Source: an optimization exercise on an open RTL-to-GDS flow (aim: small area). Production flows keep margins and buffers that such runs may drop. RTL that was checked went through simulation tests only; none was proved equivalent to the original.

==> flow/design.v (excerpt) <==
module processing_element (
    input clk, reset,
    input [15:0] in_a, in_b,
    output reg [15:0] out_a, out_b,
    output reg [31:0] acc
);
Size in the first run: ~780 cells after synthesis, about 64 flip-flops, roughly 98 I/O pins.
Settings: LEC_CHECK=0, CAP_MARGIN=0, CORE_MARGIN=2, CORE_UTILIZATION=40, GPL_TIMING_DRIVEN=0, SLEW_MARGIN=0, SYNTH_HIERARCHICAL=1; clock period 8.0 ns.
standard.sh (not shown) runs the stock make flow with config.mk's settings and CLKGATE_MAP_FILE= SYNTH_SCRIPT=/design/flow/synth_recipe.tcl, a recipe that flattens the netlist after the stock synthesis.
==> flow/flow/run.sh <==
#!/bin/bash
# Standard ORFS layout, with smaller port buffers, synthesis buffers removed
# at floorplan, and a clock tree of small buffers without dummy loads.
set -euo pipefail
export BUFFER_PORTS_ARGS="-buffer_cell sky130_fd_sc_hd__buf_1"
export REMOVE_ABC_BUFFERS=1
export CTS_ARGS="-sink_clustering_enable -repair_clock_nets -dont_use_dummy_load -buf_list sky130_fd_sc_hd__clkbuf_8"
bash standard.sh > flow_make.log 2>&1
Next try:
--- a/flow/flow/run.sh
+++ b/flow/flow/run.sh
@@ -6,0 +7 @@
+export RECOVER_POWER=100
=>
- The changed run finished with capacitance limit, slew limit left
- area after synthesis is unchanged
- non-clock buffer count stays the same
- sequential cell count stays the same
- global-route usage is unchanged
- final cell count is unchanged
- wire length went down by 0.53%
- setup slack gets worse by 0.24 ns
- clock skew is about the same
Function was not checked in any run of this note: the RTL went through the layout flow alone.

========
Another version of the RTL of processing_element (not shown whole).
Size: about 98 I/O pins, roughly 0.0088 mm^2 of cells after synthesis.
clock: 8.0 ns
lec_check: 0
cap_margin: 0
core_margin: 2
core_utilization: 40
cts_buf_list: sky130_fd_sc_hd__clkbuf_4
gpl_timing_driven: 0
slew_margin: 0
synth_hierarchical: 1
==> flow/flow/run.sh <==
#!/bin/bash
# Standard ORFS layout, with smaller port buffers and no CTS dummy loads.
set -euo pipefail
export BUFFER_PORTS_ARGS="-buffer_cell sky130_fd_sc_hd__buf_1"
export CTS_ARGS="-sink_clustering_enable -repair_clock_nets -dont_use_dummy_load"
bash standard.sh > flow_make.log 2>&1
The baseline finished clean.
Next try:
- CTS_BUF_LIST: sky130_fd_sc_hd__clkbuf_4 -> default
- GPL_TIMING_DRIVEN: 0 -> default
After rerunning:
- register-to-register slack improved by 0.19 ns
- design area stays flat
- core utilization fell by 0.12 points
Next try:
- CTS_BUF_LIST: default -> sky130_fd_sc_hd__clkbuf_2
- GPL_TIMING_DRIVEN: default -> 0
After rerunning: Worst setup slack got worse by 0.56 ns; core utilization is higher by 0.12 points; die area is unchanged; maximum frequency is lower by 7.5%.
Next try:
==> flow/flow/run.sh (replaced) <==
#!/bin/bash
# Standard ORFS layout, with smaller port buffers, synthesis buffers removed
# at floorplan, and a clock tree of small buffers without dummy loads.
set -euo pipefail
export BUFFER_PORTS_ARGS="-buffer_cell sky130_fd_sc_hd__buf_1"
export REMOVE_ABC_BUFFERS=1
export CTS_ARGS="-sink_clustering_enable -repair_clock_nets -dont_use_dummy_load -buf_list sky130_fd_sc_hd__clkbuf_8"
bash standard.sh > flow_make.log 2>&1
- CTS_BUF_LIST: sky130_fd_sc_hd__clkbuf_2 -> default
=>
- count of clock-buffer cells in the layout is unchanged
- setup slack gets better by 0.39 ns
- die area is unchanged
- sequential share of layout area went up by 0.60 points
- global-route usage shrinks by 1.2 points
- via count drops by 4.8%
- area after synthesis stays the same

========
Another version of the RTL of processing_element (not shown whole).
Size in the first run: ~800 cells after synthesis, about 64 flip-flops, ~8700 sq um of cells after synthesis.
export LEC_CHECK = 0
export CAP_MARGIN = 0
export CORE_MARGIN = 2
export CORE_UTILIZATION = 40
export GPL_TIMING_DRIVEN = 0
export SLEW_MARGIN = 0
export SYNTH_HIERARCHICAL = 1
create_clock -name core_clock -period 8.0 [get_ports {clk}]
==> flow/flow/run.sh <==
#!/bin/bash
# Standard ORFS layout, with smaller port buffers, synthesis buffers removed
# at floorplan, and a clock tree of small buffers without dummy loads.
set -euo pipefail
export BUFFER_PORTS_ARGS="-buffer_cell sky130_fd_sc_hd__buf_1"
export REMOVE_ABC_BUFFERS=1
export CTS_ARGS="-sink_clustering_enable -repair_clock_nets -dont_use_dummy_load -root_buf sky130_fd_sc_hd__clkbuf_16 -buf_list sky130_fd_sc_hd__clkbuf_16 -sink_clustering_size 64 -sink_clustering_max_diameter 400 -balance_levels"
bash standard.sh > flow_make.log 2>&1
The first run finished clean.
Edit:
--- a/flow/flow/run.sh
+++ b/flow/flow/run.sh
@@ -7 +7 @@
-export CTS_ARGS="-sink_clustering_enable -repair_clock_nets -dont_use_dummy_load -root_buf sky130_fd_sc_hd__clkbuf_16 -buf_list sky130_fd_sc_hd__clkbuf_16 -sink_clustering_size 64 -sink_clustering_max_diameter 400 -balance_levels"
+export CTS_ARGS="-sink_clustering_enable -repair_clock_nets -dont_use_dummy_load -buf_list sky130_fd_sc_hd__clkbuf_8"
Result: Critical path depth does not change. Count of clock-buffer cells in the layout is unchanged. Via count stays flat. Die area stays the same. Worst setup slack is better by 0.066 ns.

========
Starting RTL as in the previous note.
clock: 8.0 ns
lec_check: 0
abc_area: 1
cap_margin: 0
core_margin: 2
core_utilization: 40
gpl_timing_driven: 0
slew_margin: 0
synth_hierarchical: 1
==> flow/flow/run.sh <==
#!/bin/bash
# Standard ORFS layout, with smaller port buffers, synthesis buffers removed
# at floorplan, and a clock tree of small buffers without dummy loads.
set -euo pipefail
export BUFFER_PORTS_ARGS="-buffer_cell sky130_fd_sc_hd__buf_1"
export REMOVE_ABC_BUFFERS=1
export CTS_ARGS="-sink_clustering_enable -repair_clock_nets -dont_use_dummy_load -buf_list sky130_fd_sc_hd__clkbuf_8"
bash standard.sh > flow_make.log 2>&1
The starting point finished with timing, DRC and antenna clean.
Edit:
--- a/flow/flow/run.sh
+++ b/flow/flow/run.sh
@@ -6,2 +6,3 @@
 export REMOVE_ABC_BUFFERS=1
+export RECOVER_POWER=100
 export CTS_ARGS="-sink_clustering_enable -repair_clock_nets -dont_use_dummy_load -buf_list sky130_fd_sc_hd__clkbuf_8"
ABC_AREA = default   (was 1)
This time the run finished but fails on capacitance limit, slew limit.
Maximum frequency shrinks by 8.6%.
Area after synthesis shrinks by about 2.2%.
Register-to-register slack got worse by 620 ps.
Design area shrinks by 2.3%.
Critical path depth shrinks by 4.
Clock-buffer cell count stays the same.
Hold slack improved by 16 ps.
Core utilization grows by 0.32 points.
Sequential share of layout area grows by 0.41 points.
Clock skew barely changes.
Edit:
--- a/flow/flow/run.sh
+++ b/flow/flow/run.sh
@@ -6,4 +6,3 @@
 export REMOVE_ABC_BUFFERS=1
-export RECOVER_POWER=100
-export CTS_ARGS="-sink_clustering_enable -repair_clock_nets -dont_use_dummy_load -buf_list sky130_fd_sc_hd__clkbuf_8"
+export CTS_ARGS="-sink_clustering_enable -repair_clock_nets -dont_use_dummy_load -root_buf sky130_fd_sc_hd__clkbuf_8 -buf_list sky130_fd_sc_hd__clkbuf_4 -sink_clustering_size 6"
 bash standard.sh > flow_make.log 2>&1
The new run produced a clean layout; register-to-register slack barely changes; count of clock-buffer cells in the layout stays the same; cell area is about the same; worst setup slack gets better by 9.6 ps; non-clock buffer count is unchanged.
Edit:
==> flow/flow/run.sh (replaced) <==
#!/bin/bash
# Standard ORFS layout, with smaller port buffers, synthesis buffers removed
# at floorplan, and a clock tree of small buffers without dummy loads.
set -euo pipefail
export BUFFER_PORTS_ARGS="-buffer_cell sky130_fd_sc_hd__buf_1"
export REMOVE_ABC_BUFFERS=1
export CTS_ARGS="-sink_clustering_enable -repair_clock_nets -dont_use_dummy_load -buf_list sky130_fd_sc_hd__clkbuf_4 -sink_clustering_size 8 -sink_clustering_max_diameter 60"
bash standard.sh > flow_make.log 2>&1
Result:
- The changed run ran to the end with no violations
- routed wire length is about the same
- global-route usage barely changes
- synthesized cell count does not change
- hold slack gets better by 10 ps
- cell area is lower by 0.58%

[static timing again, ports no longer ideal]
How much do the figures lean on ideal ports? The routed layouts below were timed once more, with nothing changed but the port constraints.
Step 1, drivers: a clkbuf_16 drives clk and a buf_2 each remaining input, both assumed.
Step 2 also shifts input and output timing later by t, the mid clock arrival at the registers, as if the neighbouring blocks saw the same clock.
Three values: ideal ports, drivers, drivers and shift; two values: the first two.
| run | shift t [ns] | setup slack, ns | worst setup path after step 2 | worst register clock-pin slew, ns | worst data-port slew with drivers (ns) |
|---|---|---|---|---|---|
| the first run of note 1 | 0.404 | 0.984 / 1.004 / 0.600 | input to register | 0.08 / 0.08 | 0.06 |
| the second run of note 1 | 0.401 | 0.743 / 0.756 / 0.355 | input to register | 0.08 / 0.08 | 0.06 |
| the first run of note 2 | 0.388 | 0.469 / 0.494 / 0.106 | input to register | 0.05 / 0.05 | 0.05 |
| the second run of note 2 | 0.385 | 1.034 / 1.055 / 0.670 | input to register | 0.07 / 0.07 | 0.05 |
| the third run of note 2 | 0.388 | 0.469 / 0.494 / 0.106 | input to register | 0.05 / 0.05 | 0.05 |
| the fourth run of note 2 | 0.401 | 0.860 / 0.875 / 0.474 | input to register | 0.08 / 0.08 | 0.05 |
| the first run of note 3 | 0.385 | 0.792 / 0.813 / 0.428 | input to register | 0.06 / 0.06 | 0.04 |
| the second run of note 3 | 0.410 | 0.857 / 0.875 / 0.465 | input to register | 0.08 / 0.08 | 0.04 |
| the first run of note 4 | 0.408 | 1.464 / 1.487 / 1.079 | input to register | 0.08 / 0.08 | 0.04 |
| the second run of note 4 | 0.408 | 0.848 / 0.867 / 0.458 | input to register | 0.08 / 0.08 | 0.04 |
| the third run of note 4 | 0.410 | 0.857 / 0.875 / 0.465 | input to register | 0.08 / 0.08 | 0.04 |
| the fourth run of note 4 | 0.486 | 0.859 / 0.877 / 0.391 | input to register | 0.12 / 0.12 | 0.04 |
For the fourth run of note 4, which loses most, drivers alone change the setup slack by +0.018 ns; drivers and shift together by -0.468 ns.
